Context: an optimization exercise on an open-source flow, tuned for small area, a short achievable clock period and few clock cycles. The choices shown serve that exercise and are no tape-out recipe. Function was checked by simulation only, so behaviour that the tests miss may differ from the original. Power and IR drop assume default switching activity.

==> design/flow/design.v <==
function tp_(input [1:0] t); tp_ = t[0] & !t[1]; endfunction
function tn_(input [1:0] t); tn_ = t[1]; endfunction
function tz_(input [1:0] t); tz_ = !t[0]; endfunction
function [3:0] tfa(input [1:0] a, input [1:0] b, input cp, input ge);
	reg w2, w1, w0, wm1, wm2, c1, c0, cm, sp, sn, cpo, geo;
	begin
		w2 = tp_(a) & tp_(b);
		wm2 = tn_(a) & tn_(b);
		w1 = (tp_(a) & tz_(b)) | (tz_(a) & tp_(b));
		wm1 = (tn_(a) & tz_(b)) | (tz_(a) & tn_(b));
		w0 = !(w2 | wm2 | w1 | wm1);
		c1 = cp;
		c0 = ge & !cp;
		cm = !ge;
		sp = (w1 & c0) | (w0 & c1) | (w2 & cm) | (wm2 & c0) | (wm1 & cm);
		sn = (wm1 & c0) | (w0 & cm) | (wm2 & c1) | (w2 & c0) | (w1 & c1);
		cpo = (w2 & ge) | (w1 & cp);
		geo = !((wm2 & !cp) | (wm1 & !ge));
		tfa = {cpo, geo, sn, sp | sn};
	end
endfunction
`timescale 1ps / 1ps
`default_nettype none
module trisign #(parameter N = 9) (
	input wire [N-1:0] p,
	input wire [N-1:0] n,
	output wire pos,
	output wire neg
);
generate
	if (N == 1) begin : leaf
		assign pos = p[0];
		assign neg = n[0];
	end else begin : node
		localparam NL = N / 2;
		wire lp, ln, hp, hn;
		trisign #(.N(NL)) lo(.p(p[NL-1:0]), .n(n[NL-1:0]), .pos(lp), .neg(ln));
		trisign #(.N(N-NL)) hi(.p(p[N-1:NL]), .n(n[N-1:NL]), .pos(hp), .neg(hn));
		assign pos = hp | (!hn & lp);
		assign neg = hn | (!hp & ln);
	end
endgenerate
endmodule
`timescale 1ps / 1ps
`default_nettype none
module trimuldiv (
	input wire clk,
	input wire rst,
	input wire mul_start,
	input wire div_start,
	input wire [17:0] lhs,
	input wire [17:0] rhs,
	output wire mul_done,
	output wire [17:0] mul_res,
	output wire signed [1:0] mul_sf,
	output wire div_done,
	output wire div_by0,
	output wire [17:0] div_quo,
	output wire signed [1:0] div_quo_sf,
	output wire [17:0] div_rem,
	output wire signed [1:0] div_rem_sf
);
function tp_(input [1:0] t); tp_ = t[0] & !t[1]; endfunction
function tn_(input [1:0] t); tn_ = t[1]; endfunction
function tz_(input [1:0] t); tz_ = !t[0]; endfunction
function [3:0] tfa(input [1:0] a, input [1:0] b, input cp, input ge);
	reg w2, w1, w0, wm1, wm2, c1, c0, cm, sp, sn, cpo, geo;
	begin
		w2 = tp_(a) & tp_(b);
		wm2 = tn_(a) & tn_(b);
		w1 = (tp_(a) & tz_(b)) | (tz_(a) & tp_(b));
		wm1 = (tn_(a) & tz_(b)) | (tz_(a) & tn_(b));
		w0 = !(w2 | wm2 | w1 | wm1);
		c1 = cp;
		c0 = ge & !cp;
		cm = !ge;
		sp = (w1 & c0) | (w0 & c1) | (w2 & cm) | (wm2 & c0) | (wm1 & cm);
		sn = (wm1 & c0) | (w0 & cm) | (wm2 & c1) | (w2 & c0) | (w1 & c1);
		cpo = (w2 & ge) | (w1 & cp);
		geo = !((wm2 & !cp) | (wm1 & !ge));
		tfa = {cpo, geo, sn, sp | sn};
	end
endfunction
integer i;
reg [17:0] R;
reg [17:0] Q;
reg [17:0] D;
reg [3:0] cnt;
reg busy;
reg isdiv;
reg dm, dd;
reg dz;		 
reg first;	 
reg [1:0] S;	 
reg ng;		 
reg [1:0] QS;	 
reg [1:0] MS;	 
wire [1:0] qtop = Q[17:16];
wire tp = isdiv & tp_(qtop);
wire tn = isdiv & tn_(qtop);
wire [17:0] R1 = {R[15:0], tn, tp | tn};
wire [17:0] Q1 = {Q[15:0], 2'b00};
wire s_pos = tp_(S);
wire s_neg = tn_(S);
reg [8:0] q1p, q1n;
always @* begin
	for (i = 0; i < 9; i = i + 1) begin
		q1p[i] = tp_(Q1[2*i+:2]);
		q1n[i] = tn_(Q1[2*i+:2]);
	end
end
reg [8:0] dp, dn;
always @* begin
	for (i = 0; i < 9; i = i + 1) begin
		dp[i] = tp_(D[2*i+:2]);
		dn[i] = tn_(D[2*i+:2]);
	end
end
wire d_pos, d_neg;
trisign sgn_d(.p(dp), .n(dn), .pos(d_pos), .neg(d_neg));
wire q1_pos, q1_neg;
trisign sgn_q1(.p(q1p), .n(q1n), .pos(q1_pos), .neg(q1_neg));
reg [17:0] N;
always @* begin
	for (i = 0; i < 9; i = i + 1)
		N[2*i+:2] = {D[2*i+1] ^ (ng & D[2*i]), D[2*i]};
end
reg [17:0] L;
reg cp, ge;
reg [3:0] fa;
always @* begin
	cp = 0;
	ge = 1;
	for (i = 0; i < 9; i = i + 1) begin
		fa = tfa(R1[2*i+:2], N[2*i+:2], cp, ge);
		L[2*i+:2] = fa[1:0];
		cp = fa[3];
		ge = fa[2];
	end
end
reg [8:0] lp, ln, wp, wn;
always @* begin
	for (i = 0; i < 9; i = i + 1) begin
		lp[i] = tp_(L[2*i+:2]);
		ln[i] = tn_(L[2*i+:2]);
		wp[i] = (tp_(R1[2*i+:2]) & !ln[i]) | (lp[i] & !tn_(R1[2*i+:2]));
		wn[i] = (tn_(R1[2*i+:2]) & !lp[i]) | (ln[i] & !tp_(R1[2*i+:2]));
	end
end
wire l_pos, l_neg, w_pos, w_neg;
trisign sgn_l(.p(lp), .n(ln), .pos(l_pos), .neg(l_neg));
trisign sgn_w(.p(wp), .n(wn), .pos(w_pos), .neg(w_neg));
wire w_zero = !w_pos && !w_neg;
wire choose_div = (w_pos && s_pos) || (w_neg && s_neg)
	|| (w_zero && ((q1_pos && s_pos) || (q1_neg && s_neg)));
wire choose = isdiv ? choose_div : qtop[0];
wire qt_nz = isdiv && choose_div;
wire [1:0] qtrit_n = {qt_nz & !ng, qt_nz};
wire fd = first & isdiv;
wire ftp = tp_(qtop);
wire ftn = tn_(qtop);
wire d_hi0 = !(D[16] | D[14] | D[12] | D[10] | D[8] | D[6] | D[4]);
wire d_is1 = d_hi0 & !D[2] & D[0];
wire d_is2 = d_hi0 & D[2] & D[0] & (D[3] ^ D[1]);
wire f_tie = (q1_pos & ftp) | (q1_neg & ftn);
wire f_ch = (ftp | ftn) & (d_is1 | (d_is2 & f_tie));
wire [1:0] f_r0 = f_ch ? (d_is2 ? {ftp, 1'b1} : 2'b00) : qtop;
wire [1:0] f_qtrit = {f_ch & ((ftp & d_neg) | (ftn & d_pos)), f_ch};
wire [1:0] qtrit = fd ? f_qtrit : qtrit_n;
wire [17:0] R_next = fd ? {16'b0, f_r0} : choose ? L : R1;
wire [17:0] Q_next = {Q[15:0], qtrit};
wire skip = !S[0] && !Q[16] && !Q[14] && cnt != 0;
wire last = cnt == 0 || (skip && cnt == 1);
wire [1:0] t_next = skip ? Q[13:12] : Q[15:14];
wire tx = isdiv && !last;
wire txp = tx & tp_(t_next);
wire txn = tx & tn_(t_next);
wire sa_pos = l_pos | (!l_neg & txp);	 
wire sa_neg = l_neg | (!l_pos & txn);
wire sb_pos = s_pos | (!s_neg & txp);	 
wire sb_neg = s_neg | (!s_pos & txn);
wire sf_pos = tp_(f_r0) | (!tn_(f_r0) & txp);	 
wire sf_neg = tn_(f_r0) | (!tp_(f_r0) & txn);
wire sn_pos = fd ? sf_pos : choose ? sa_pos : sb_pos;
wire sn_neg = fd ? sf_neg : choose ? sa_neg : sb_neg;
wire ng_a = sa_pos ^ d_neg;
wire ng_b = sb_pos ^ d_neg;
wire ng_f = sf_pos ^ d_neg;
wire ng_next = isdiv ? (fd ? ng_f : choose_div ? ng_a : ng_b) : t_next[1];
wire start = mul_start | div_start;
always @(posedge clk) begin
	if (busy) begin
		R <= R_next;
		Q <= skip ? {Q[13:0], 4'b0} : Q_next;
		S <= {sn_neg, sn_pos | sn_neg};
		ng <= ng_next;
		if (!QS[0])
			QS <= qtrit;
		if (!MS[0])
			MS <= {(tp_(qtop) & d_neg) | (tn_(qtop) & d_pos),
				(tp_(qtop) & d_pos) | (tn_(qtop) & d_neg) | (tp_(qtop) & d_neg) | (tn_(qtop) & d_pos)};
		cnt <= cnt - (skip ? 4'd2 : 4'd1);
	end else begin
		R <= 0;
		Q <= lhs;
		D <= rhs;
		S <= div_start ? lhs[17:16] : 2'b00;
		ng <= lhs[17];
		QS <= 0;
		MS <= 0;
		isdiv <= div_start;
		cnt <= 8;
	end
	dz <= !d_pos & !d_neg;
	first <= !busy;
	if (rst) begin
		busy <= 0;
		dm <= 0;
		dd <= 0;
	end else begin
		busy <= busy ? !last : start;
		dm <= busy && last && !isdiv;
		dd <= busy && last && isdiv;
	end
end
assign mul_done = dm;
assign mul_res = R;
assign mul_sf = MS;
assign div_done = dd;
assign div_by0 = dz;
assign div_quo = Q;
assign div_rem = R;
assign div_quo_sf = QS;
assign div_rem_sf = S;
endmodule
==> design/flow/flow/run.sh <==
#!/bin/bash
# Standard layout with a small buffer on every port; the timing repairs aim
# for extra setup slack.
set -euo pipefail
export BUFFER_PORTS_ARGS="-buffer_cell sky130_fd_sc_hd__buf_1"
export SETUP_SLACK_MARGIN=12.8
export TNS_END_PERCENT=0
bash standard.sh > standard.log 2>&1
==> design/flow/standard.sh <==
#!/bin/bash
# synth_recipe.tcl (not shown) runs the flow's synth.tcl, then flattens the netlist and writes it again
# the make line also repeats each setting of config.mk as NAME=value (left out here)
make -C /OpenROAD-flow-scripts/flow DESIGN_CONFIG=/design/flow/config.mk WORK_HOME=/design/flow/orfs CLKGATE_MAP_FILE= SYNTH_SCRIPT=/design/flow/synth_recipe.tcl "${@:-finish}"
==> design/flow/config.mk <==
export PLATFORM = sky130hd
export DESIGN_NAME = trimuldiv
export DESIGN_NICKNAME = trimuldiv
export VERILOG_FILES = /design/flow/design.v
export SDC_FILE = /design/flow/constraint.sdc
export NUM_CORES = 4
export LEC_CHECK = 0
export ABC_AREA = 1
export CAP_MARGIN = 20
export CORE_MARGIN = 2
export CORE_UTILIZATION = 40
export SLEW_MARGIN = 20
==> design/flow/constraint.sdc <==
create_clock -name core_clock -period 17.0 [get_ports {clk}]
set_input_delay 3.4000 -clock core_clock [delete_from_list [all_inputs] [get_ports {clk}]]
set_output_delay 3.4000 -clock core_clock [all_outputs]
set_load 0.01 [all_outputs]
==> results of run 1 <==
==> registers in the layout, summed over array words and instances (netlist names), 2 cells and up <==
register / count
cnt: 4
Q: 18
D: 18
MS: 2
R: 18
S: 2
QS: 2
==> cells in the final DEF (no fill, tap or decap), drive strengths merged, types with 15 or more instances in the layout <==
cell / synthesis / layout
a21oi: 59 / 59
buf: 44 / 122
clkbuf: 5 / 21
dfxtp: 52 / 52
edfxtp: 19 / 19
inv: 119 / 123
nand2: 200 / 202
nand3: 45 / 45
nor2: 99 / 99
o21ai: 68 / 68
o22ai: 15 / 15
==> Yosys cell counts, drive strengths merged (5+ instances only) <==
master,count,area share [%]
nand2,200,17
o21ai,68,6.6
dfxtp,52,20
inv,119,8.7
nor3,13,1.3
nand3,45,5.5
a21oi,59,5.8
clkbuf,5,0.36
o22ai,15,1.8
nor2,99,7.5
edfxtp,19,11
buf,44,6.5
a211oi,5,1.0
nand4,5,0.60
==> repair_timing <==
item | 4_1_cts | 5_1_grt
endpoints found under the hold margin | 0 | 0
cloned | 0 | 3
buffers inserted | 2 | 29
endpoints found under the setup margin | 82 | 88
resized for setup | 75 | 83
pin swaps | 0 | 24
==> per-layer routing <==
layer	up-vias	share of wire (%)	global-route usage (%)
li1	2717	-	-
met1	2403	47	27.4
met2	153	45	31.3
met3	26	5.2	3.15
met4	0	2.5	8.66
met5	-	0	0
==> final timing paths <==
kind | startpoint | endpoint | depth (start not counted)
worst max-delay path | R[1]$_SDFF_PN0_ | mul_res[1] | 1
worst max register to register | D[2]$_DFFE_PN_ | R[8]$_SDFF_PP0_ | 37
worst min register to register | Q[0]$_DFF_P_ | Q[4]$_DFF_P_ | 2
worst min-delay path | Q[0]$_DFF_P_ | Q[4]$_DFF_P_ | 2
==> worst reg2reg max path: cells and delay by family, from the launching register on <==
family	cells	cell delay [ns]
buffers and inverters	5	0.61
AO/OA/AOI/OAI	2	0.17
flip-flops	1	0.47
AND/OR/NAND/NOR	30	2.67
==> area by class of cell <==
cell class / count / area [sq um]
fillers: 1315 / 6210
flip-flops and latches: 71 / 1690
well taps: 172 / 215
inverters: 119 / 459
clock buffers: 9 / 225
multi-input cells: 546 / 3000
clock inverters: 7 / 101
repair inverters: 1 / 8.76
repair buffers: 134 / 717
==> kinds of logic after synthesis <==
kind of cell / share of synthesized area [%]
muxes: 0.193
adders and majority gates: 0.868
buffers and inverters: 15.5
xor gates and xnor gates: 0.989
DFF: 31.1
and+or+nand+nor: 32.9
AOI/OAI and AO/OA: 18.4
==> stage by stage <==
| stage | hold slack (ns) | setup slack (ns) |
|---|---|---|
| floorplan | 0.447 | 12.96 |
| global placement | 0.473 | 12.68 |
| detailed placement | 0.475 | 12.60 |
| CTS | 0.485 | 12.71 |
| global route | 0.497 | 12.60 |
| finish | 0.478 | 12.72 |
==> power groups by stage <==
| stage | Combinational (mW) | Sequential, mW | Clock [mW] |
|---|---|---|---|
| after floorplan | 0.521 | 0.263 | 0 |
| after global placement | 0.619 | 0.275 | 0 |
| after detailed placement | 0.619 | 0.275 | 0 |
| after CTS | 0.633 | 0.276 | 0.216 |
| after global routing | 0.816 | 0.281 | 0.223 |
| final | 0.732 | 0.274 | 0.212 |
==> results by group, run 1 <==
Floorplanning
  – Die Y: 118 um
  – IO Count: 103
  – FP Rows: 41
  – Die ar.: 13900 sq um
  – Core area: 12600 sq um
  – Chip Width: 118 um
  – Initial core utilization: 41.1%

STA
  – Max-slew violations: 0
  – RSZ-0062 raised after global routing: yes
  – Worst Tran Pin Value: 0.871 ns
  – Min cycle time layout: 4.28 ns
  – Final period util: 25.2%
  – Final setup TNS: 0 ns
  – Setup violators final: 0
  – Fmax: 234 MHz
  – Hold Fails Final Rpt: 0
  – Slew margin rel.: 41.7%
  – Setup Skew: 0.00898 ns

Job
  – Max-Cap Viols: 0

Synthesis
  – YS warnings: 1
  – Synth Flop Type: dfxtp_1
  – Register area share after synthesis: 31.1%
  – Cells after Synth: 783
  – Post-Syn Area: 5190 sq um
  – Flops & latches, synth: 71
  – Number of flops mapped to enable cells by yosys: 19
  – Distinct cell type count after synthesis: 50
  – Asr flop ratio synth: 0%
  – Syn_area_per_cell: 6.62 sq um
  – Syn nets: 826

Power and ir drop
  – Clk pwr share: 17.4%
  – Comb pwr share: 60.1%
  – Psw: 0.605 mW
  – P_leak: 3.07 nW
  – Net switching fraction of the power: 49.6%
  – Peak supply drop: 0.0000727 V
  – Total Power: 1.22 mW
  – Seq pwr share: 22.5%
  – Int Power: 0.614 mW
  – PD cells: 190 nW/um^2

Placement
  – Gpl congestion: 0.859
  – Hpwl dp: 10.4 mm
  – PortBufs: 102
  – Placed Instances: 1009
  – DP Area: 5440 sq um

CTS
  – Hold Buf Count CTS: 0
  – CTS Root Cell: clkbuf_16
  – CTS clock-pin slew for the worst setup and hold paths: 0.06 ns
  – Longest Clk Path Bufs: 2
  – Htree depth: 3
  – TritonCTS Sinks: 71
  – CTS tree: yes
  – Inserted Clock Buffers: 9
  – Clock latency (worst-skew pair): 0.35 ns

Cells and area
  – Layout cells sized above 1: 27.6%
  – Fin area: 6410 sq um
  – Area Overhead vs Synth: 23.6%
  – N_diodes: 0
  – Final core utilization: 50.8%
  – # nets final: 925
  – Finished Layout Cells: 1059

Drt
  – Vias per cell: 5.00
  – Via count: 5299
  – First drt pass iteration count: 5
  – Post-Route WL: 14.8 mm
  – DR WL/cell: 13.9 um
  – Post-DRT Antenna Nets: 0
  – Iteration-0 DRC Markers: 374
  – DRC Markers: 0

Global route
  – Global-route wire length before repair: 22.4 mm
  – Total gr overflow: 0
  – Initial antenna violation count: 0
  – Pin count of the biggest net entering global routing: 52
  – GRT Util Overall: 20.0%
  – Vias in the first global route: 4614

Critical path
  – Top delay family on crit path: flip-flops
  – Critical path class: reg2out
  – WP data required: 13.60 ns
  – Critical path, cell by cell: buf_6
  – Worst path bufs/invs: 1
  – Max stage delay on crit path: 0.41 ns
  – Worst setup SP type: flip-flop
  – Register-to-register setup slack: 12.95 ns
  – Critical Path Fanout Max: 5
  – CP endpoint kind: primary output
  – Crit path DAT: 0.88 ns
  – Crit-path slowest cell: dfxtp_4

Status
  – Outcome: finished clean

Min path
  – Min-delay worst type: reg2reg
Testbench counts, summed over its fixed seeds: cycles 32,955.
==> inputs of run 2 (changes only) <==
==> design/flow/flow/run.sh (replaced) <==
#!/bin/bash
# Standard layout with a small buffer on every port; the timing repairs aim
# for extra setup slack.
set -euo pipefail
export BUFFER_PORTS_ARGS="-buffer_cell sky130_fd_sc_hd__buf_1"
export SETUP_SLACK_MARGIN=12.45
export TNS_END_PERCENT=100
bash standard.sh > standard.log 2>&1
==> run 2 against run 1 <==
  * Critical path depth unchanged
  * Sequential power about the same
  * Non-clock buffer count down 24
  * Synthesized area unchanged
  * Die area unchanged
  * Via count down 3.8%
  * Global-route usage down 0.19 points
  * Hold slack better by 0.0015 ns
  * Clock power about the same
  * Setup slack worse by 0.21 ns
  * Clock skew up 0.0021 ns
  * Total power down 8.7%
  * Critical path type unchanged
  * Largest cell class unchanged
==> results by group, run 2 <==
Critical path
  – WP data required: 13.60 ns (about the same)
  – Crit path DAT: 1.09 ns (was 0.88 ns)
  – Worst path bufs/invs: 1 (unchanged)
  – Worst r2r path cells: 37 (unchanged)
  – Critical path class: reg2out (unchanged)
  – Worst setup SP type: flip-flop (unchanged)
  – Reg2Reg Launch Point: isdiv$_DFFE_PN_ (was D[2]$_DFFE_PN_)
  – Register-to-register setup slack: 12.99 ns (was 12.95 ns)
  – Worst r2r dst: S[1]$_DFF_P_ (was R[8]$_SDFF_PP0_)
  – CP endpoint kind: primary output (unchanged)
  – Critical path depth: 1 (unchanged)
  – Crit-path slowest cell: dfxtp_1 (was dfxtp_4)
  – Worst Setup EP: mul_res[1] (unchanged)
  – Setup crit start: R[1]$_SDFF_PN0_ (unchanged)
  – Max stage delay on crit path: 0.54 ns (was 0.41 ns)
  – Top delay family on crit path: flip-flops (unchanged)
  – Critical Path Fanout Max: 7 (was 5)
  – Critical path, cell by cell: buf_1 (was buf_6)

CTS
  – Htree depth: 3 (unchanged)
  – CTS clock-pin slew for the worst setup and hold paths: 0.06 ns (about the same)
  – CTS Root Cell: clkbuf_16 (unchanged)
  – CTS tree: yes (unchanged)
  – Longest Clk Path Bufs: 2 (unchanged)
  – Inserted Clock Buffers: 9 (unchanged)
  – Clock latency (worst-skew pair): 0.35 ns (about the same)
  – TritonCTS Sinks: 71 (unchanged)

Global route
  – Initial antenna violation count: 0 (unchanged)
  – Vias in the first global route: 4560 (was 4614)
  – GRT Util Overall: 19.9% (was 20.0%)
  – Pin count of the biggest net entering global routing: 52 (unchanged)
  – Global-route wire length before repair: 22.2 mm (was 22.4 mm)
  – Total gr overflow: 0 (unchanged)

Synthesis
  – Distinct cell type count after synthesis: 50 (unchanged)
  – Register area share after synthesis: 31.1% (unchanged)
  – Most common cell in the netlist: nand2_1 (unchanged)
  – Post-Syn Area: 5190 sq um (unchanged)
  – Syn_area_per_cell: 6.62 sq um (unchanged)
  – Syn nets: 826 (unchanged)
  – Asr flop ratio synth: 0% (unchanged)
  – Cells after Synth: 783 (unchanged)
  – Area contributors post-synth: dfxtp_1 20%, nand2_1 11%, edfxtp_1 11% (unchanged)
  – Largest area contributor in the netlist: dfxtp_1 (unchanged)
  – Number of flops mapped to enable cells by yosys: 19 (unchanged)
  – Flops & latches, synth: 71 (unchanged)
  – YS warnings: 1 (unchanged)
  – Post-synth top cells: 158 x nand2_1, 107 x inv_1, 94 x nor2_1 (unchanged)
  – Synth Flop Type: dfxtp_1 (unchanged)
  – Synth top area share: 20.1% (unchanged)

Cells and area
  – N_diodes: 0 (unchanged)
  – Most common library cell in the layout ignoring fill and taps: nand2_1 (unchanged)
  – FILL cells: 1359 (was 1315)
  – Largest registers: D (18), Q (18), R (18) (unchanged)
  – # nets final: 898 (was 925)
  – Commonest non-fill, non-tap cells in the layout: 158 x nand2_1, 106 x inv_1, 102 x buf_1 (was 146 x nand2_1, 103 x inv_1, 90 x nor2_1)
  – Layout cells sized above 1: 12.2% (was 27.6%)
  – Area Overhead vs Synth: 12.5% (was 23.6%)

Drt
  – DR WL/cell: 13.2 um (was 13.9 um)
  – Vias per cell: 4.94 (was 5.00)
  – Post-Route WL: 13.6 mm (was 14.8 mm)
  – Via count: 5097 (was 5299)
  – DRC Markers: 0 (unchanged)
  – Iteration-0 DRC Markers: 354 (was 374)
  – First drt pass iteration count: 5 (unchanged)
  – Post-DRT Antenna Nets: 0 (unchanged)

STA
  – Hold Fails Final Rpt: 0 (unchanged)
  – Setup Skew: 0.0111 ns (was 0.00898 ns)
  – Setup violators final: 0 (unchanged)
  – Fmax: 223 MHz (was 234 MHz)
  – Slew margin rel.: 40.9% (was 41.7%)
  – RSZ-0062 raised after global routing: no (was yes)
  – Final setup TNS: 0 ns (unchanged)
  – Final worst slack: 12.51 ns (was 12.72 ns)
  – Final period util: 26.4% (was 25.2%)
  – Min cycle time layout: 4.49 ns (was 4.28 ns)
  – Max-slew violations: 0 (unchanged)
  – Worst Tran Pin Value: 0.883 ns (was 0.871 ns)

Floorplanning
  – IO Count: 103 (unchanged)
  – Die Y: 118 um (unchanged)
  – Die ar.: 13900 sq um (unchanged)
  – Core area: 12600 sq um (unchanged)
  – Chip Width: 118 um (unchanged)
  – FP Rows: 41 (unchanged)
  – Initial core utilization: 41.1% (unchanged)

Placement
  – PortBufs: 102 (unchanged)
  – Hpwl dp: 10.4 mm (unchanged)
  – Gpl congestion: 0.859 (unchanged)
  – Pre-CTS WS: 12.60 ns (unchanged)

Power and ir drop
  – P_leak: 2.70 nW (was 3.07 nW)
  – PD cells: 191 nW/um^2 (was 190 nW/um^2)
  – Peak supply drop: 0.0000716 V (was 0.0000727 V)

Job
  – Max-Cap Viols: 0 (unchanged)

Min path
  – Min-delay worst type: reg2reg (unchanged)

Status
  – Outcome: finished clean (unchanged)
## run 2: cell counts after synthesis
No cell type changed its count.
## run 2: worst min path at each step
stage,startpoint,to,cells past startpoint
6_report,cnt[3]$_SDFF_PN1_,cnt[3]$_SDFF_PN1_,1
4_1_cts,cnt[3]$_SDFF_PN1_,cnt[3]$_SDFF_PN1_,1
5_1_grt,cnt[3]$_SDFF_PN1_,cnt[3]$_SDFF_PN1_,1
3_3_place_gp,Q[0]$_DFF_P_,Q[4]$_DFF_P_,2
2_1_floorplan,cnt[3]$_SDFF_PN1_,cnt[3]$_SDFF_PN1_,1
3_5_place_dp,cnt[3]$_SDFF_PN1_,cnt[3]$_SDFF_PN1_,1
## run 2: layout make-up
class / instances / area [sq um] / share of cell area [%]
Multi-Input combinational cell: 544 / 2780 / 47.6
Inverter: 119 / 454 / 7.79
Timing Repair Buffer: 110 / 443 / 7.59
Clock buffer: 9 / 225 / 3.86
Sequential cell: 71 / 1620 / 27.7
Clock inverter: 7 / 101 / 1.74
Tap cell: 172 / 215 / 3.69
## run 2: per-stage QoR
step                      hold slack, ns  power, mW  utilization, %  cell area, sq um  cells
after floorplan                    0.447      0.783               -              5190    783
after global routing               0.506       1.22            46.2              5830   1032
after global placement             0.473      0.894            43.1              5440   1009
final                              0.479       1.11            46.2              5830   1032
after detailed placement           0.475      0.894            43.1              5440   1009
after CTS                          0.485       1.11            45.7              5760   1025
## run 2: repair_timing
item	CTS	global route
hold endpoints to repair	0	0
setup buffers	0	7
gates resized for setup	0	8
endpoints found under the setup margin	0	25
hold buffers	0	0
## run 2: kinds of logic after synthesis
family / after synthesis / share of synthesized area, %
and+or+nand+nor: 367 / 32.9
AOI/OAI and AO/OA: 168 / 18.4
buffers and inverters: 168 / 15.5
DFF: 71 / 31.1
xor gates and xnor gates: 5 / 0.989
adders and majority gates: 3 / 0.868
muxes: 1 / 0.193
## run 2: power by group
group / switching (mW) / internal (mW)
clock: 0.0805 / 0.130
sequential: 0.0543 / 0.217
combinational: 0.423 / 0.208
total: 0.558 / 0.556
## run 2: per-layer routing
layer	vias to the layer above	global-route usage, %	wire length (um)
met1	2295	27.0	6680
met2	131	31.1	6000
li1	2653	-	-
met3	18	3.20	619
met5	-	0	0
met4	0	8.58	294
==> inputs of run 3 (changes only) <==
--- a/design/flow/design.v
+++ b/design/flow/design.v
@@ -153,4 +153,6 @@
 wire w_zero = !w_pos && !w_neg;
-wire choose_div = (w_pos && s_pos) || (w_neg && s_neg)
-	|| (w_zero && ((q1_pos && s_pos) || (q1_neg && s_neg)));
+wire c_pos = s_pos & !first;
+wire c_neg = s_neg & !first;
+wire choose_div = (w_pos && c_pos) || (w_neg && c_neg)
+	|| (w_zero && ((q1_pos && c_pos) || (q1_neg && c_neg)));
 wire choose = isdiv ? choose_div : qtop[0];
@@ -169,7 +171,19 @@
 wire [1:0] qtrit = fd ? f_qtrit : qtrit_n;
-wire [17:0] R_next = fd ? {16'b0, f_r0} : choose ? L : R1;
-wire [17:0] Q_next = {Q[15:0], qtrit};
-wire skip = !S[0] && !Q[16] && !Q[14] && cnt != 0;
+reg [9:0] dsuf;	 
+reg r_small;
+always @* begin
+	dsuf[9] = 0;
+	for (i = 8; i >= 0; i = i - 1)
+		dsuf[i] = dsuf[i+1] | D[2*i];
+	r_small = dsuf[3];
+	for (i = 0; i < 9; i = i + 1)
+		r_small = r_small & (!R[2*i] | (i + 4 <= 8 ? dsuf[(i + 4 <= 8) ? i + 4 : 9] : 1'b0));
+end
+wire skip = cnt != 0 && (isdiv ? (r_small || (!S[0] && !Q[14])) : (!Q[16] && !Q[14]));
 wire last = cnt == 0 || (skip && cnt == 1);
 wire [1:0] t_next = skip ? Q[13:12] : Q[15:14];
+wire [17:0] R_sh2 = {R[13:0], isdiv ? Q[17:14] : 4'b0};
+wire [17:0] R_alt = skip ? R_sh2 : fd ? {16'b0, f_r0} : R1;
+wire [17:0] R_next = choose ? L : R_alt;
+wire [17:0] Q_next = skip ? {Q[13:0], 4'b0} : {Q[15:0], qtrit};
 wire tx = isdiv && !last;
@@ -183,8 +197,13 @@
 wire sf_neg = tn_(f_r0) | (!tp_(f_r0) & txn);
-wire sn_pos = fd ? sf_pos : choose ? sa_pos : sb_pos;
-wire sn_neg = fd ? sf_neg : choose ? sa_neg : sb_neg;
+wire k_pos = s_pos | (!s_neg & isdiv & tp_(Q[15:14]));	 
+wire k_neg = s_neg | (!s_pos & isdiv & tn_(Q[15:14]));
+wire sk_pos = k_pos | (!k_neg & txp);	 
+wire sk_neg = k_neg | (!k_pos & txn);
+wire so_pos = skip ? sk_pos : fd ? sf_pos : sb_pos;
+wire so_neg = skip ? sk_neg : fd ? sf_neg : sb_neg;
+wire sn_pos = choose ? sa_pos : so_pos;
+wire sn_neg = choose ? sa_neg : so_neg;
 wire ng_a = sa_pos ^ d_neg;
-wire ng_b = sb_pos ^ d_neg;
-wire ng_f = sf_pos ^ d_neg;
-wire ng_next = isdiv ? (fd ? ng_f : choose_div ? ng_a : ng_b) : t_next[1];
+wire ng_o = so_pos ^ d_neg;
+wire ng_next = isdiv ? (choose_div ? ng_a : ng_o) : t_next[1];
 wire start = mul_start | div_start;
@@ -193,3 +212,3 @@
 		R <= R_next;
-		Q <= skip ? {Q[13:0], 4'b0} : Q_next;
+		Q <= Q_next;
 		S <= {sn_neg, sn_pos | sn_neg};
==> design/flow/flow/run.sh (replaced) <==
#!/bin/bash
# Standard layout with a small buffer on every port; the timing repairs aim
# for extra setup slack on the worst paths; a smaller clock tree without
# dummy loads.
set -euo pipefail
export BUFFER_PORTS_ARGS="-buffer_cell sky130_fd_sc_hd__buf_1"
export SETUP_SLACK_MARGIN=12.5
export TNS_END_PERCENT=0
export CTS_ARGS="-sink_clustering_enable -repair_clock_nets -dont_use_dummy_load -sink_clustering_size 30 -buf_list sky130_fd_sc_hd__clkbuf_8"
bash standard.sh > standard.log 2>&1
==> run 3 against run 2 <==
  * Still clean on timing, DRC and antenna
  * Clock power down 49%
  * Register-to-register slack worse by 0.03 ns
  * Sequential power up about 10%
  * Sequential share of layout area down 0.56 points
  * Combinational power up 35%
  * Utilization down 1.3 points
  * Critical path depth unchanged
  * Largest cell class unchanged
==> results by group, run 3 <==
Cells and area
  – Layout cells sized above 1: 9.84% (was 12.2%)
  – Most common library cell in the layout ignoring fill and taps: nand2_1 (unchanged)
  – Commonest non-fill, non-tap cells in the layout: 177 x nand2_1, 116 x inv_1, 102 x buf_1 (was 158 x nand2_1, 106 x inv_1, 102 x buf_1)
  – N_diodes: 0 (unchanged)
  – # nets final: 970 (was 898)
  – Largest registers: D (18), Q (18), R (18) (unchanged)
  – Area Overhead vs Synth: 9.33% (was 12.5%)
  – FILL cells: 1472 (was 1359)
  – Final core utilization: 45.0% (was 46.2%)

Min path
  – Worst hold stages: 1 (unchanged)
  – Hold_sp: cnt[3]$_SDFF_PN1_ (unchanged)
  – Min-delay worst type: reg2reg (unchanged)
  – End of the worst hold path: cnt[3]$_SDFF_PN1_ (unchanged)

Critical path
  – Worst r2r path cells: 38 (was 37)
  – Critical path class: reg2out (unchanged)
  – Register-to-register setup slack: 12.96 ns (was 12.99 ns)
  – Max stage delay on crit path: 0.51 ns (was 0.54 ns)
  – Worst path bufs/invs: 1 (unchanged)
  – CP endpoint kind: primary output (unchanged)
  – Worst r2r dst: R[0]$_SDFF_PN0_ (was S[1]$_DFF_P_)
  – Critical path, cell by cell: buf_1 (unchanged)
  – WP data required: 13.60 ns (about the same)
  – Critical Path Fanout Max: 7 (unchanged)
  – Crit-path slowest cell: dfxtp_1 (unchanged)
  – Crit path DAT: 1.08 ns (was 1.09 ns)
  – Reg2Reg Launch Point: D[2]$_DFFE_PN_ (was isdiv$_DFFE_PN_)
  – Top delay family on crit path: flip-flops (unchanged)
  – Worst setup SP type: flip-flop (unchanged)

Power and ir drop
  – PD cells: 211 nW/um^2 (was 191 nW/um^2)
  – Comb pwr share: 67.8% (was 56.7%)
  – Seq pwr share: 23.7% (was 24.4%)
  – Int Power: 0.552 mW (was 0.556 mW)
  – Psw: 0.706 mW (was 0.558 mW)
  – P_leak: 2.77 nW (was 2.70 nW)
  – Net switching fraction of the power: 56.1% (was 50.1%)
  – Peak supply drop: 0.0000698 V (was 0.0000716 V)
  – Clk pwr share: 8.5% (was 18.9%)
  – Total Power: 1.26 mW (was 1.11 mW)

Synthesis
  – Synth Flop Type: dfxtp_1 (unchanged)
  – Number of flops mapped to enable cells by yosys: 19 (unchanged)
  – Post-synth top cells: 177 x nand2_1, 117 x inv_1, 99 x o21ai_0 (was 158 x nand2_1, 107 x inv_1, 94 x nor2_1)
  – Register area share after synthesis: 29.6% (was 31.1%)
  – Area contributors post-synth: dfxtp_1 19%, nand2_1 12%, edfxtp_1 10% (was dfxtp_1 20%, nand2_1 11%, edfxtp_1 11%)
  – Flops & latches, synth: 71 (unchanged)
  – Synth top area share: 19.1% (was 20.1%)
  – Syn nets: 897 (was 826)
  – YS warnings: 1 (unchanged)
  – Asr flop ratio synth: 0% (unchanged)
  – Largest area contributor in the netlist: dfxtp_1 (unchanged)
  – Cells after Synth: 854 (was 783)
  – Post-Syn Area: 5450 sq um (was 5190 sq um)
  – Distinct cell type count after synthesis: 51 (was 50)
  – Syn_area_per_cell: 6.38 sq um (was 6.62 sq um)
  – Most common cell in the netlist: nand2_1 (unchanged)

Floorplanning
  – Die Y: 121 um (was 118 um)
  – Chip Width: 121 um (was 118 um)
  – Core area: 13200 sq um (was 12600 sq um)
  – FP Rows: 42 (was 41)
  – Die ar.: 14600 sq um (was 13900 sq um)
  – IO Count: 103 (unchanged)
  – Initial core utilization: 41.1% (about the same)

Global route
  – Total gr overflow: 0 (unchanged)
  – GRT Util Overall: 21.4% (was 19.9%)
  – Vias in the first global route: 4973 (was 4560)
  – Pin count of the biggest net entering global routing: 60 (was 52)
  – Initial antenna violation count: 0 (unchanged)
  – Global-route wire length before repair: 24.8 mm (was 22.2 mm)

CTS
  – CTS Root Cell: clkbuf_8 (was clkbuf_16)
  – Hold Buf Count CTS: 0 (unchanged)
  – CTS clock-pin slew for the worst setup and hold paths: 0.07 ns (was 0.06 ns)
  – Htree depth: 3 (unchanged)
  – CTS tree: yes (unchanged)
  – TritonCTS Sinks: 71 (unchanged)
  – Clock latency (worst-skew pair): 0.36 ns (was 0.35 ns)
  – Longest Clk Path Bufs: 2 (unchanged)
  – Inserted Clock Buffers: 9 (unchanged)

Placement
  – Gpl congestion: 0.917 (was 0.859)
  – Pre-CTS WS: 12.55 ns (was 12.60 ns)
  – PortBufs: 102 (unchanged)
  – Hpwl dp: 11.9 mm (was 10.4 mm)

Job
  – Max-Cap Viols: 0 (unchanged)

STA
  – Min cycle time layout: 4.48 ns (was 4.49 ns)
  – Final setup TNS: 0 ns (unchanged)
  – Slew margin rel.: 31.7% (was 40.9%)
  – Setup violators final: 0 (unchanged)
  – RSZ-0062 raised after global routing: yes (was no)
  – Fmax: 223 MHz (about the same)
  – Hold Fails Final Rpt: 0 (unchanged)
  – Worst Tran Pin Value: 1.02 ns (was 0.883 ns)
  – Final period util: 26.4% (about the same)
  – Setup Skew: 0.0254 ns (was 0.0111 ns)
  – Max-slew violations: 0 (unchanged)
  – Final worst slack: 12.52 ns (was 12.51 ns)

Drt
  – Vias per cell: 5.06 (was 4.94)
  – DRC Markers: 0 (unchanged)
  – First drt pass iteration count: 4 (was 5)
  – Via count: 5576 (was 5097)
  – Post-DRT Antenna Nets: 0 (unchanged)
  – Post-Route WL: 15.5 mm (was 13.6 mm)
  – DR WL/cell: 14.0 um (was 13.2 um)
  – Iteration-0 DRC Markers: 315 (was 354)

Status
  – Outcome: finished clean (unchanged)
[run 3: cell count changes in the layout (fill, tap and decap cells not counted), moves of 4 or more]
cell | before | now
nand3_1 | 35 | 61
o21ai_0 | 58 | 99
nand2_1 | 158 | 177
o21ai_1 | 9 | 4
clkbuf_8 | 0 | 9
clkbuf_16 | 9 | 0
o211ai_1 | 0 | 6
nor3_1 | 13 | 7
inv_1 | 106 | 116
nand2_2 | 33 | 37
a21oi_1 | 58 | 38
[run 3: area by class of cell]
cell class | instances | area, sq um | area share, %
multi-input combinational | 608 | 3060 | 51.5
sequential | 71 | 1620 | 27.2
tap | 176 | 220 | 3.70
clock buffer | 9 | 124 | 2.08
inverter | 127 | 478 | 8.03
timing repair buffer | 110 | 450 | 7.57
[run 3: timing repair]
| item | in CTS | in global routing |
|---|---|---|
| buffers inserted | 0 | 5 |
| setup endpoints to repair | 0 | 26 |
| gates resized for setup | 0 | 6 |
[run 3: power groups by stage]
stage                     clock network (mW)  logic (mW)  registers (mW)
after detailed placement                   0       0.827           0.303
after CTS                              0.108       0.831           0.299
final                                  0.107       0.853           0.299
after floorplan                            0       0.670           0.287
after global placement                     0       0.830           0.303
after global routing                   0.116       0.976           0.307
[run 3: logic make-up (layout without fill, tap and decap cells)]
| family | Yosys count | in the layout | share of synthesized area, % |
|---|---|---|---|
| AND/OR/NAND/NOR | 409 | 410 | 34.4 |
| flip-flops | 71 | 71 | 29.6 |
| buffers and inverters | 176 | 246 | 14.7 |
| AO/OA/AOI/OAI | 190 | 190 | 19.6 |
| adder cells (fa/ha/maj) | 3 | 3 | 0.827 |
| multiplexers | 1 | 1 | 0.184 |
| XOR/XNOR | 4 | 4 | 0.643 |
[run 3: worst max path at each step]
stage | startpoint | endpoint | slack, ns | cells past startpoint
2_1_floorplan | R[2]$_SDFF_PN0_ | mul_res[2] | 12.97 | 1
3_3_place_gp | isdiv$_DFFE_PN_ | R[0]$_SDFF_PN0_ | 12.56 | 37
3_5_place_dp | ng$_DFF_P_ | R[0]$_SDFF_PN0_ | 12.55 | 37
4_1_cts | R[12]$_SDFF_PN0_ | mul_res[12] | 12.51 | 1
5_1_grt | R[12]$_SDFF_PN0_ | mul_res[12] | 12.49 | 1
6_report | R[12]$_SDFF_PN0_ | mul_res[12] | 12.52 | 1
[run 3: per-stage QoR]
| stage | hold WS (ns) | area, sq um | std cells |
|---|---|---|---|
| after floorplan | 0.464 | 5450 | 854 |
| after global placement | 0.472 | 5740 | 1085 |
| after detailed placement | 0.486 | 5740 | 1085 |
| after CTS | 0.498 | 5870 | 1094 |
| after global routing | 0.547 | 5950 | 1101 |
| final | 0.500 | 5950 | 1101 |
[run 3: layer usage]
layer	vias to the layer above	wire, um	global-route usage, %
li1	2905	-	-
met1	2507	7330	29.7
met2	143	7110	34.5
met3	21	707	2.26
met4	0	303	7.56
met5	-	0	0
Testbench counts of run 3, summed over its fixed seeds: cycles 28,495.
==> inputs of run 4 (changes only) <==
==> design/flow/flow/run.sh (replaced) <==
#!/bin/bash
# Standard layout with a small buffer on every port; the timing repairs aim
# for extra setup slack on the worst paths.
set -euo pipefail
export BUFFER_PORTS_ARGS="-buffer_cell sky130_fd_sc_hd__buf_1"
export SETUP_SLACK_MARGIN=12.5
export TNS_END_PERCENT=0
bash standard.sh > standard.log 2>&1
==> run 4 against run 3 <==
  * Still clean on timing, DRC and antenna
  * Setup slack improved by 0.013 ns
  * Design area grew 3.4%
  * Maximum frequency is 0.29% higher
  * Critical path depth is the same
  * Clock power is 110% higher
  * Global-route usage increased by 0.18 points
  * Clock skew fell by 0.021 ns
  * Total power rose by 9.1%
  * Final cell count is 0.45% higher
  * Largest power group unchanged
==> results by group, run 4 <==
Critical path
  – Worst r2r path cells: 33 (was 38)
  – Worst setup SP type: flip-flop (unchanged)
  – Max stage delay on crit path: 0.52 ns (was 0.51 ns)
  – Setup crit start: R[12]$_SDFF_PN0_ (unchanged)
  – Worst r2r dst: R[0]$_SDFF_PN0_ (unchanged)
  – Worst Setup EP: mul_res[12] (unchanged)
  – Critical path depth: 1 (unchanged)
  – CP endpoint kind: primary output (unchanged)
  – Crit-path slowest cell: dfxtp_1 (unchanged)
  – Worst path bufs/invs: 1 (unchanged)
  – Top delay family on crit path: flip-flops (unchanged)
  – WP data required: 13.60 ns (about the same)
  – Crit path DAT: 1.07 ns (was 1.08 ns)
  – Reg2Reg Launch Point: Q[16]$_DFF_P_ (was D[2]$_DFFE_PN_)
  – Critical path, cell by cell: buf_1 (unchanged)
  – Critical Path Fanout Max: 7 (unchanged)
  – Critical path class: reg2out (unchanged)
  – Register-to-register setup slack: 12.91 ns (was 12.96 ns)

Power and ir drop
  – P_leak: 2.87 nW (was 2.77 nW)
  – PD cells: 223 nW/um^2 (was 211 nW/um^2)
  – Peak supply drop: 0.0000790 V (was 0.0000698 V)

Synthesis
  – Synth top area share: 19.1% (unchanged)
  – YS warnings: 1 (unchanged)
  – Post-Syn Area: 5450 sq um (unchanged)
  – Largest area contributor in the netlist: dfxtp_1 (unchanged)
  – Number of flops mapped to enable cells by yosys: 19 (unchanged)
  – Register area share after synthesis: 29.6% (unchanged)
  – Cells after Synth: 854 (unchanged)
  – Distinct cell type count after synthesis: 51 (unchanged)
  – Flops & latches, synth: 71 (unchanged)
  – Most common cell in the netlist: nand2_1 (unchanged)
  – Synth Flop Type: dfxtp_1 (unchanged)
  – Post-synth top cells: 177 x nand2_1, 117 x inv_1, 99 x o21ai_0 (unchanged)
  – Syn nets: 897 (unchanged)
  – Syn_area_per_cell: 6.38 sq um (unchanged)
  – Area contributors post-synth: dfxtp_1 19%, nand2_1 12%, edfxtp_1 10% (unchanged)
  – Asr flop ratio synth: 0% (unchanged)

Cells and area
  – FILL cells: 1450 (was 1472)
  – Largest registers: D (18), Q (18), R (18) (unchanged)
  – # nets final: 968 (was 970)
  – Multi-input logic area: 3060 sq um (about the same)
  – Area Overhead vs Synth: 13.0% (was 9.33%)
  – N_diodes: 0 (unchanged)
  – Final core utilization: 46.5% (was 45.0%)
  – Most common library cell in the layout ignoring fill and taps: nand2_1 (unchanged)
  – Commonest non-fill, non-tap cells in the layout: 177 x nand2_1, 116 x inv_1, 102 x buf_1 (unchanged)
  – FF+latch area: 1620 sq um (about the same)
  – Layout cells sized above 1: 10.2% (was 9.84%)

Placement
  – Hpwl dp: 11.9 mm (unchanged)
  – Gpl congestion: 0.917 (unchanged)
  – PortBufs: 102 (unchanged)

Floorplanning
  – Die Y: 121 um (unchanged)
  – Chip Width: 121 um (unchanged)
  – FP Rows: 42 (unchanged)
  – Initial core utilization: 41.1% (unchanged)
  – Core area: 13200 sq um (unchanged)
  – Die ar.: 14600 sq um (unchanged)
  – IO Count: 103 (unchanged)

Drt
  – First drt pass iteration count: 5 (was 4)
  – DRC Markers: 0 (unchanged)
  – Vias per cell: 5.05 (was 5.06)
  – Post-Route WL: 15.5 mm (about the same)
  – Via count: 5590 (was 5576)
  – Iteration-0 DRC Markers: 381 (was 315)
  – DR WL/cell: 14.0 um (about the same)
  – Post-DRT Antenna Nets: 0 (unchanged)

STA
  – Final setup TNS: 0 ns (unchanged)
  – Max-slew violations: 0 (unchanged)
  – Worst Tran Pin Value: 1.02 ns (about the same)
  – Slew margin rel.: 32.2% (was 31.7%)
  – Setup violators final: 0 (unchanged)
  – Fmax: 224 MHz (was 223 MHz)
  – Min cycle time layout: 4.47 ns (was 4.48 ns)
  – Final period util: 26.3% (was 26.4%)
  – Hold Fails Final Rpt: 0 (unchanged)
  – Setup Skew: 0.00414 ns (was 0.0254 ns)
  – RSZ-0062 raised after global routing: yes (unchanged)

Global route
  – Pin count of the biggest net entering global routing: 60 (unchanged)
  – Total gr overflow: 0 (unchanged)
  – Global-route wire length before repair: 24.9 mm (was 24.8 mm)
  – Initial antenna violation count: 0 (unchanged)
  – GRT Util Overall: 21.6% (was 21.4%)
  – Vias in the first global route: 5000 (was 4973)

CTS
  – CTS Root Cell: clkbuf_16 (was clkbuf_8)
  – Htree depth: 3 (unchanged)
  – Inserted Clock Buffers: 9 (unchanged)
  – TritonCTS Sinks: 71 (unchanged)
  – Longest Clk Path Bufs: 2 (unchanged)
  – CTS clock-pin slew for the worst setup and hold paths: 0.06 ns (was 0.07 ns)
  – Hold Buf Count CTS: 0 (unchanged)
  – CTS tree: yes (unchanged)
  – Clock latency (worst-skew pair): 0.34 ns (was 0.36 ns)

Status
  – Outcome: finished clean (unchanged)

Job
  – Max-Cap Viols: 0 (unchanged)

Min path
  – Min-delay worst type: reg2reg (unchanged)
[run 4: through the flow]
step / hold slack [ns] / cell area [sq um] / instances / worst slack (ns) / power (mW)
after global routing: 0.546 / 6150 / 1106 / 12.45 / 1.51
after floorplan: 0.464 / 5450 / 854 / 12.97 / 0.957
after global placement: 0.472 / 5740 / 1085 / 12.56 / 1.13
after detailed placement: 0.486 / 5740 / 1085 / 12.55 / 1.13
final: 0.508 / 6150 / 1106 / 12.53 / 1.37
after CTS: 0.508 / 6090 / 1101 / 12.53 / 1.36
[run 4: power breakdown]
group	total, mW	leakage [nW]	switching (mW)	internal [mW]
combinational	0.852	2.08	0.574	0.278
sequential	0.299	0.622	0.0732	0.226
clock	0.221	0.166	0.0770	0.144
total	1.37	2.87	0.725	0.647
[run 4: layout make-up]
type,instances,share of cell area (%)
multi-input cells,608,49.7
well taps,176,3.58
repair buffers,108,7.08
clock inverters,7,1.95
clock buffers,9,3.66
flip-flops and latches,71,26.3
inverters,127,7.77
[run 4: worst min path at each step]
stage	start	endpoint	slack, ns	depth (start not counted)
5_1_grt	MS[0]$_SDFF_PN0_	MS[0]$_SDFF_PN0_	0.55	2
2_1_floorplan	cnt[3]$_SDFF_PN1_	cnt[3]$_SDFF_PN1_	0.46	1
6_report	cnt[3]$_SDFF_PN1_	cnt[3]$_SDFF_PN1_	0.51	1
3_3_place_gp	cnt[3]$_SDFF_PN1_	cnt[3]$_SDFF_PN1_	0.47	1
3_5_place_dp	cnt[3]$_SDFF_PN1_	cnt[3]$_SDFF_PN1_	0.49	1
4_1_cts	cnt[3]$_SDFF_PN1_	cnt[3]$_SDFF_PN1_	0.51	1
[run 4: logic make-up (layout without fill, tap and decap cells)]
logic type / Yosys count / in the layout / synth area share [%]
adder cells (fa/ha/maj): 3 / 3 / 0.827
XOR/XNOR: 4 / 4 / 0.643
multiplexers: 1 / 1 / 0.184
AND/OR/NAND/NOR: 409 / 410 / 34.4
AO/OA/AOI/OAI: 190 / 190 / 19.6
buffers and inverters: 176 / 251 / 14.7
flip-flops: 71 / 71 / 29.6
[run 4: routing by layer]
metal	part of all wire [%]	up-vias	wire (um)	GRT usage (%)
met5	0	-	0	0
met4	1.9	0	291	8.21
met3	4.1	20	632	2.17
met2	46	153	7070	34.7
met1	48	2498	7490	29.8
li1	-	2919	-	-
[run 4: repair_timing]
| action | CTS | global route |
|---|---|---|
| resized for setup | 0 | 5 |
| setup buffers | 0 | 3 |
| endpoints found under the hold margin | 0 | 0 |
| endpoints found under the setup margin | 0 | 25 |
==> inputs of run 5 (changes only) <==
==> design/flow/flow/run.sh (replaced) <==
#!/bin/bash
# Standard layout with a small buffer on every port; the timing repairs aim
# for extra setup slack on the worst paths; a smaller clock tree without
# dummy loads; after global placement, stronger output buffers and
# stronger flip-flops driving them.
set -euo pipefail
HERE=$(pwd)
export BUFFER_PORTS_ARGS="-buffer_cell sky130_fd_sc_hd__buf_1"
export SETUP_SLACK_MARGIN=12.5
export TNS_END_PERCENT=0
export CTS_ARGS="-sink_clustering_enable -repair_clock_nets -dont_use_dummy_load -sink_clustering_size 30 -buf_list sky130_fd_sc_hd__clkbuf_8"
export POST_GLOBAL_PLACE_TCL=$HERE/flow/upsize_out.tcl
bash standard.sh > standard.log 2>&1
==> design/flow/flow/upsize_out.tcl (new file) <==
# Output ports: a stronger port buffer, and a stronger flip-flop driving it.
proc my_upsize_outputs {} {
  set nb 0
  set nf 0
  set block [ord::get_db_block]
  foreach bt [$block getBTerms] {
    if {[$bt getIoType] != "OUTPUT"} { continue }
    set net [$bt getNet]
    foreach it [$net getITerms] {
      if {![$it isOutputSignal]} { continue }
      set inst [$it getInst]
      if {[[$inst getMaster] getName] == "sky130_fd_sc_hd__buf_1"} {
        replace_cell [get_cells [$inst getName]] sky130_fd_sc_hd__buf_2
        incr nb
      }
      foreach it2 [$inst getITerms] {
        if {![$it2 isInputSignal]} { continue }
        set n2 [$it2 getNet]
        if {$n2 == "NULL"} { continue }
        foreach it3 [$n2 getITerms] {
          if {![$it3 isOutputSignal]} { continue }
          set i3 [$it3 getInst]
          if {[regexp {^sky130_fd_sc_hd__dfxtp_1$} [[$i3 getMaster] getName]]} {
            replace_cell [get_cells [$i3 getName]] sky130_fd_sc_hd__dfxtp_2
            incr nf
          }
        }
      }
    }
  }
  puts "my_upsize_outputs: $nb buffers, $nf flip-flops"
}
my_upsize_outputs
--- a/design/flow/config.mk
+++ b/design/flow/config.mk
@@ -10,3 +10,3 @@
 export CORE_MARGIN = 2
-export CORE_UTILIZATION = 40
+export CORE_UTILIZATION = 65
 export SLEW_MARGIN = 20
==> run 5 against run 4 <==
  * Sequential cell count did not move
  * Wire length fell by 1.3%
  * Setup slack improved by 0.15 ns
  * Count of clock-buffer cells in the layout did not move
  * Clock skew rose by 0.015 ns
  * Synthesized cell count did not move
  * Via count rose by 4.2%
  * Critical path type unchanged
  * Clock power fell by 52%
==> results by group, run 5 <==
Cells and area
  – # nets final: 968 (unchanged)
  – Layout cells sized above 1: 21.5% (was 10.2%)
  – Commonest non-fill, non-tap cells in the layout: 177 x nand2_1, 116 x inv_1, 98 x o21ai_0 (was 177 x nand2_1, 116 x inv_1, 102 x buf_1)
  – Most common library cell in the layout ignoring fill and taps: nand2_1 (unchanged)
  – Largest registers: D (18), Q (18), R (18) (unchanged)
  – Area Overhead vs Synth: 9.67% (was 13.0%)

Critical path
  – Worst r2r dst: R[0]$_SDFF_PN0_ (unchanged)
  – Reg2Reg Launch Point: D[2]$_DFFE_PN_ (was Q[16]$_DFF_P_)
  – Crit path DAT: 0.92 ns (was 1.07 ns)
  – Register-to-register setup slack: 12.87 ns (was 12.91 ns)
  – Critical path class: reg2out (unchanged)
  – Top delay family on crit path: flip-flops (unchanged)
  – Critical path, cell by cell: buf_2 (was buf_1)
  – CP endpoint kind: primary output (unchanged)
  – WP data required: 13.60 ns (about the same)
  – Worst setup SP type: flip-flop (unchanged)
  – Worst path bufs/invs: 1 (unchanged)
  – Crit-path slowest cell: dfxtp_2 (was dfxtp_1)
  – Critical Path Fanout Max: 7 (unchanged)
  – Max stage delay on crit path: 0.42 ns (was 0.52 ns)
  – Worst Setup EP: mul_res[12] (unchanged)
  – Critical path depth: 1 (unchanged)
  – Setup crit start: R[12]$_SDFF_PN0_ (unchanged)
  – Worst r2r path cells: 38 (was 33)

Floorplanning
  – Die Y: 95.5 um (was 121 um)
  – Initial core utilization: 66.6% (was 41.1%)
  – Chip Width: 95.5 um (was 121 um)
  – Core area: 8180 sq um (was 13200 sq um)
  – Die ar.: 9130 sq um (was 14600 sq um)
  – IO Count: 103 (unchanged)
  – FP Rows: 33 (was 42)

CTS
  – CTS Root Cell: clkbuf_8 (was clkbuf_16)
  – Htree depth: 3 (unchanged)
  – CTS clock-pin slew for the worst setup and hold paths: 0.07 ns (was 0.06 ns)
  – TritonCTS Sinks: 71 (unchanged)
  – Inserted Clock Buffers: 9 (unchanged)
  – Clock latency (worst-skew pair): 0.34 ns (about the same)
  – CTS tree: yes (unchanged)
  – Longest Clk Path Bufs: 2 (unchanged)

Drt
  – First drt pass iteration count: 6 (was 5)
  – Top Layer Used: met4 (unchanged)
  – DR WL/cell: 14.9 um (was 14.0 um)
  – DRC Markers: 0 (unchanged)
  – Post-Route WL: 15.3 mm (was 15.5 mm)
  – Via count: 5824 (was 5590)
  – WL met3: 1.31 mm (was 632 um)
  – Vias per cell: 5.66 (was 5.05)
  – DRT met1 WL: 6.36 mm (was 7.49 mm)
  – Post-DRT Antenna Nets: 0 (unchanged)
  – WL met2: 7.20 mm (was 7.07 mm)
  – Iteration-0 DRC Markers: 532 (was 381)

Synthesis
  – Adder-cell share of the synthesized area: 0.827% (unchanged)
  – Post-synthesis mux area share: 0.184% (unchanged)
  – Simple-Gate Fraction of Synth Area: 34.4% (unchanged)
  – Number of flops mapped to enable cells by yosys: 19 (unchanged)
  – Synth top area share: 19.1% (unchanged)
  – Largest family of logic cells by synthesized area: simple AND/OR/NAND/NOR gates (unchanged)
  – Register area share after synthesis: 29.6% (unchanged)
  – Most common cell in the netlist: nand2_1 (unchanged)
  – Post-Synth XOR/XNOR Area: 0.643% (unchanged)
  – Compound-cell area share of the yosys netlist: 19.6% (unchanged)
  – Syn nets: 897 (unchanged)
  – Asr flop ratio synth: 0% (unchanged)
  – Flops & latches, synth: 71 (unchanged)
  – YS warnings: 1 (unchanged)
  – Synth Flop Type: dfxtp_1 (unchanged)
  – Post-Syn Area: 5450 sq um (unchanged)
  – Post-synth top cells: 177 x nand2_1, 117 x inv_1, 99 x o21ai_0 (unchanged)
  – Area contributors post-synth: dfxtp_1 19%, nand2_1 12%, edfxtp_1 10% (unchanged)
  – Largest area contributor in the netlist: dfxtp_1 (unchanged)
  – Cells after Synth: 854 (unchanged)
  – Syn_area_per_cell: 6.38 sq um (unchanged)
  – Distinct cell type count after synthesis: 51 (unchanged)

STA
  – Final period util: 25.4% (was 26.3%)
  – Fmax: 231 MHz (was 224 MHz)
  – Setup Skew: 0.0191 ns (was 0.00414 ns)
  – Final setup TNS: 0 ns (unchanged)
  – Setup violators final: 0 (unchanged)
  – Worst Tran Pin Value: 1.03 ns (was 1.02 ns)
  – RSZ-0062 raised after global routing: yes (unchanged)
  – Max-slew violations: 0 (unchanged)
  – Hold Fails Final Rpt: 0 (unchanged)
  – Min cycle time layout: 4.32 ns (was 4.47 ns)
  – Slew margin rel.: 31.2% (was 32.2%)

Placement
  – PortBufs: 102 (unchanged)
  – Hpwl dp: 11.6 mm (was 11.9 mm)

Power and ir drop
  – PD cells: 215 nW/um^2 (was 223 nW/um^2)
  – Peak supply drop: 0.000143 V (was 0.0000790 V)
  – P_leak: 3.00 nW (was 2.87 nW)
  – Total Power: 1.28 mW (was 1.37 mW)

Global route
  – Global-route wire length before repair: 23.6 mm (was 24.9 mm)
  – Pin count of the biggest net entering global routing: 67 (was 60)
  – Total gr overflow: 0 (unchanged)
  – GRT Util Overall: 32.9% (was 21.6%)
  – Vias in the first global route: 5155 (was 5000)
  – Initial antenna violation count: 0 (unchanged)

Job
  – Max-Cap Viols: 0 (unchanged)

Status
  – Outcome: finished clean (unchanged)

Min path
  – Min-delay worst type: reg2reg (unchanged)
==> run 5: kinds of logic after synthesis <==
kind of cell,count (synthesis)
fa+ha+maj,3
mux,1
xor+xnor,4
flops,71
simple gates,409
compound gates,190
buf+inv,176
==> run 5: final cells by class <==
type / instances / area (sq um)
diodes: 1 / 2.50
multi-input cells: 607 / 3050
fillers: 710 / 2200
flip-flops and latches: 71 / 1670
inverters: 127 / 478
well taps: 105 / 131
clock buffers: 9 / 124
repair buffers: 109 / 514
==> run 5: metal layers <==
layer	vias up	track usage, %
met5	-	0
met4	0	12.9
met3	41	6.64
met2	295	54.0
met1	2593	42.5
li1	2895	-
==> run 5: worst min-delay path by stage <==
| stage | startpoint | to | slack (ns) | depth (start not counted) |
|---|---|---|---|---|
| after CTS | QS[0]$_SDFF_PN0_ | QS[1]$_SDFFE_PN0N_ | 0.50 | 2 |
| after global placement | cnt[3]$_SDFF_PN1_ | cnt[3]$_SDFF_PN1_ | 0.48 | 1 |
| after floorplan | cnt[3]$_SDFF_PN1_ | cnt[3]$_SDFF_PN1_ | 0.46 | 1 |
| after global routing | Q[3]$_DFF_P_ | Q[7]$_DFF_P_ | 0.53 | 2 |
| final | QS[0]$_SDFF_PN0_ | QS[1]$_SDFFE_PN0N_ | 0.50 | 2 |
| after detailed placement | Q[1]$_DFF_P_ | Q[3]$_DFF_P_ | 0.48 | 2 |
==> run 5: report_power, final <==
| group | switching (mW) | internal [mW] |
|---|---|---|
| sequential | 0.0691 | 0.234 |
| combinational | 0.586 | 0.288 |
| clock | 0.0575 | 0.0473 |
==> run 5: timing repair <==
action	4_1_cts	5_1_grt
setup endpoints to repair	4	25
hold buffers	0	0
gates resized for setup	2	4
setup buffers	0	5
==> run 5: through the flow <==
| stage | instance area, sq um | worst slack, ns | hold WS [ns] | cells | util (%) |
|---|---|---|---|---|---|
| final | 5970 | 12.68 | 0.497 | 1029 | 73.0 |
| after global routing | 5970 | 12.45 | 0.529 | 1028 | 73.0 |
| after CTS | 5910 | 12.56 | 0.496 | 1023 | 72.3 |
| after detailed placement | 5790 | 12.43 | 0.477 | 1014 | 70.8 |
| after global placement | 5650 | 12.68 | 0.479 | 1014 | 69.1 |
| after floorplan | 5450 | 12.97 | 0.464 | 854 | - |
==> inputs of run 6 (changes only) <==
--- a/design/flow/design.v
+++ b/design/flow/design.v
@@ -172,3 +172,3 @@
 reg [9:0] dsuf;	 
-reg r_small;
+reg r_small, r_tiny;
 always @* begin
@@ -178,12 +178,17 @@
 	r_small = dsuf[3];
-	for (i = 0; i < 9; i = i + 1)
+	r_tiny = dsuf[4];
+	for (i = 0; i < 9; i = i + 1) begin
 		r_small = r_small & (!R[2*i] | (i + 4 <= 8 ? dsuf[(i + 4 <= 8) ? i + 4 : 9] : 1'b0));
-end
-wire skip = cnt != 0 && (isdiv ? (r_small || (!S[0] && !Q[14])) : (!Q[16] && !Q[14]));
-wire last = cnt == 0 || (skip && cnt == 1);
-wire [1:0] t_next = skip ? Q[13:12] : Q[15:14];
+		r_tiny = r_tiny & (!R[2*i] | (i + 5 <= 8 ? dsuf[(i + 5 <= 8) ? i + 5 : 9] : 1'b0));
+	end
+end
+wire skip3 = cnt > 1 && (isdiv ? r_tiny : (!Q[16] && !Q[14] && !Q[12]));
+wire skip = !skip3 && cnt != 0 && (isdiv ? (r_small || (!S[0] && !Q[14])) : (!Q[16] && !Q[14]));
+wire last = cnt == 0 || (skip && cnt == 1) || (skip3 && cnt == 2);
+wire [1:0] t_next = skip3 ? Q[11:10] : skip ? Q[13:12] : Q[15:14];
 wire [17:0] R_sh2 = {R[13:0], isdiv ? Q[17:14] : 4'b0};
-wire [17:0] R_alt = skip ? R_sh2 : fd ? {16'b0, f_r0} : R1;
+wire [17:0] R_sh3 = {R[11:0], isdiv ? Q[17:12] : 6'b0};
+wire [17:0] R_alt = skip3 ? R_sh3 : skip ? R_sh2 : fd ? {16'b0, f_r0} : R1;
 wire [17:0] R_next = choose ? L : R_alt;
-wire [17:0] Q_next = skip ? {Q[13:0], 4'b0} : {Q[15:0], qtrit};
+wire [17:0] Q_next = skip3 ? {Q[11:0], 6'b0} : skip ? {Q[13:0], 4'b0} : {Q[15:0], qtrit};
 wire tx = isdiv && !last;
@@ -199,6 +204,10 @@
 wire k_neg = s_neg | (!s_pos & isdiv & tn_(Q[15:14]));
-wire sk_pos = k_pos | (!k_neg & txp);	 
-wire sk_neg = k_neg | (!k_pos & txn);
-wire so_pos = skip ? sk_pos : fd ? sf_pos : sb_pos;
-wire so_neg = skip ? sk_neg : fd ? sf_neg : sb_neg;
+wire k3_pos = k_pos | (!k_neg & isdiv & tp_(Q[13:12]));	 
+wire k3_neg = k_neg | (!k_pos & isdiv & tn_(Q[13:12]));
+wire kk_pos = skip3 ? k3_pos : k_pos;
+wire kk_neg = skip3 ? k3_neg : k_neg;
+wire sk_pos = kk_pos | (!kk_neg & txp);	 
+wire sk_neg = kk_neg | (!kk_pos & txn);
+wire so_pos = (skip | skip3) ? sk_pos : fd ? sf_pos : sb_pos;
+wire so_neg = (skip | skip3) ? sk_neg : fd ? sf_neg : sb_neg;
 wire sn_pos = choose ? sa_pos : so_pos;
@@ -220,3 +229,3 @@
 				(tp_(qtop) & d_pos) | (tn_(qtop) & d_neg) | (tp_(qtop) & d_neg) | (tn_(qtop) & d_pos)};
-		cnt <= cnt - (skip ? 4'd2 : 4'd1);
+		cnt <= cnt - (skip3 ? 4'd3 : skip ? 4'd2 : 4'd1);
 	end else begin
==> run 6 against run 5 <==
  * Combinational power increased by 27%
  * Non-clock buffer count increased by 7
  * Global-route usage increased by 2.9 points
  * Via count increased by 10%
  * Utilization increased by 0.42 points
  * Register-to-register slack got worse by 0.07 ns
  * Sequential cell count unchanged
  * Die area increased by 6.1%
  * Total power increased by 19%
  * Wire length increased by 14%
  * Hold slack got worse by 0.0066 ns
  * Critical endpoint is now mul_res[2]
==> results by group, run 6 <==
Synthesis
  – Simple-Gate Fraction of Synth Area: 31.4% (was 34.4%)
  – Cells after Synth: 885 (was 854)
  – YS warnings: 1 (unchanged)
  – Post-synthesis mux area share: 0% (was 0.184%)
  – Area contributors post-synth: dfxtp_1 18%, nand2_1 9.9%, edfxtp_1 9.9% (was dfxtp_1 19%, nand2_1 12%, edfxtp_1 10%)
  – Compound-cell area share of the yosys netlist: 23.9% (was 19.6%)
  – Largest area contributor in the netlist: dfxtp_1 (unchanged)
  – Synth top area share: 18.0% (was 19.1%)

Drt
  – DRC Markers: 0 (unchanged)
  – First drt pass iteration count: 7 (was 6)
  – Via count: 6414 (was 5824)
  – Post-Route WL: 17.4 mm (was 15.3 mm)

Critical path
  – Top delay family on crit path: flip-flops (unchanged)
  – Max stage delay on crit path: 0.44 ns (was 0.42 ns)
  – Crit-path slowest cell: dfxtp_2 (unchanged)
  – WP data required: 13.60 ns (about the same)
  – Critical path class: reg2out (unchanged)
  – CP endpoint kind: primary output (unchanged)
  – Crit path DAT: 0.97 ns (was 0.92 ns)

CTS
  – TritonCTS Sinks: 71 (unchanged)
  – CTS clock-pin slew for the worst setup and hold paths: 0.07 ns (about the same)
  – CTS Root Cell: clkbuf_8 (unchanged)
  – Longest Clk Path Bufs: 2 (unchanged)
  – Hold Buf Count CTS: 0 (unchanged)
  – Htree depth: 3 (unchanged)
  – Inserted Clock Buffers: 9 (unchanged)

STA
  – Worst Tran Pin Value: 0.944 ns (was 1.03 ns)
  – Max-slew violations: 0 (unchanged)
  – Setup Skew: 0.0254 ns (was 0.0191 ns)
  – Fmax: 229 MHz (was 231 MHz)

Placement
  – PortBufs: 102 (unchanged)
  – DP Area: 6110 sq um (was 5790 sq um)
  – Hpwl dp: 13.1 mm (was 11.6 mm)

Floorplanning
  – Initial core utilization: 66.7% (was 66.6%)
  – IO Count: 103 (unchanged)
  – FP Rows: 34 (was 33)
  – Die Y: 98.4 um (was 95.5 um)
  – Chip Width: 98.4 um (was 95.5 um)
  – Die ar.: 9680 sq um (was 9130 sq um)

Global route
  – Total gr overflow: 0 (unchanged)
  – Pin count of the biggest net entering global routing: 48 (was 67)
  – Global-route wire length before repair: 28.2 mm (was 23.6 mm)
  – Initial antenna violation count: 0 (unchanged)

Cells and area
  – Commonest non-fill, non-tap cells in the layout: 152 x nand2_1, 133 x inv_1, 97 x nor2_1 (was 177 x nand2_1, 116 x inv_1, 98 x o21ai_0)
  – # nets final: 1004 (was 968)
  – Largest registers: D (18), Q (18), R (18) (unchanged)

Min path
  – Min-delay worst type: reg2reg (unchanged)

Power and ir drop
  – PD cells: 240 nW/um^2 (was 215 nW/um^2)

Status
  – Outcome: finished clean (unchanged)
## run 6: cell count changes in the layout (fill, tap and decap cells not counted), sizes merged, moves of 11 or more
| cell | previous run | this run |
|---|---|---|
| o22ai | 13 | 24 |
| nand2 | 222 | 199 |
| inv | 125 | 147 |
| o221ai | 0 | 11 |
| a221oi | 0 | 13 |
| o21ai | 103 | 72 |
## run 6: area by class of cell
cell class	instances	area [sq um]
inverter	149	569
sequential	71	1670
timing repair buffer	116	567
multi-input combinational	613	3300
clock buffer	9	124
tap	108	135
timing repair inverter	1	5.00
fill	774	2300
## run 6: cells by family (layout without fill, tap and decap cells)
group / count (synthesis) / in the layout
AND/OR/NAND/NOR: 390 / 390
AO/OA/AOI/OAI: 217 / 217
buffers and inverters: 201 / 275
flip-flops: 71 / 71
adder cells (fa/ha/maj): 3 / 3
XOR/XNOR: 3 / 3
## run 6: where the power goes
part	internal (mW)	switching, mW	leakage (nW)
clock network	0.0473	0.0586	0.0647
logic	0.362	0.745	2.44
registers	0.240	0.0755	0.632
total	0.650	0.879	3.14
## run 6: worst reg2reg max path: cells and delay by family, from the launching register on
| family | cells | cell delay (ns) |
|---|---|---|
| AOI/OAI and AO/OA | 2 | 0.31 |
| buffers and inverters | 3 | 0.25 |
| DFF | 1 | 0.51 |
| and+or+nand+nor | 31 | 2.98 |
## run 6: worst paths after layout
kind         slack (ns)              start  depth (start not counted)                 to
max               12.63    R[2]$_SDFF_PN0_                          1         mul_res[2]
min                0.49  cnt[3]$_SDFF_PN1_                          1  cnt[3]$_SDFF_PN1_
max reg2reg       12.80     D[4]$_DFFE_PN_                         36   R[17]$_SDFF_PN0_
min reg2reg        0.49  cnt[3]$_SDFF_PN1_                          1  cnt[3]$_SDFF_PN1_
## run 6: through the flow
stage          util (%)  cells  power, mW
2_1_floorplan         -    885       1.11
3_3_place_gp       68.8   1045       1.29
3_5_place_dp       70.4   1045       1.36
4_1_cts            72.1   1055       1.47
5_1_grt            73.5   1067       1.65
6_report           73.5   1067       1.53
## run 6: repair_timing
action                     4_1_cts  5_1_grt
buffers inserted                 1       11
gates cloned                     0        1
setup endpoints to repair       35       24
pin swaps                        0        2
gates resized for setup          5       12
## run 6: layer usage
layer  track usage (%)  wire (um)
met1              47.2       7000
met5                 0          0
met2              58.2       8150
met4              15.3        628
met3              5.94       1640
Testbench counts of run 6, summed over its fixed seeds: cycles 26,400.
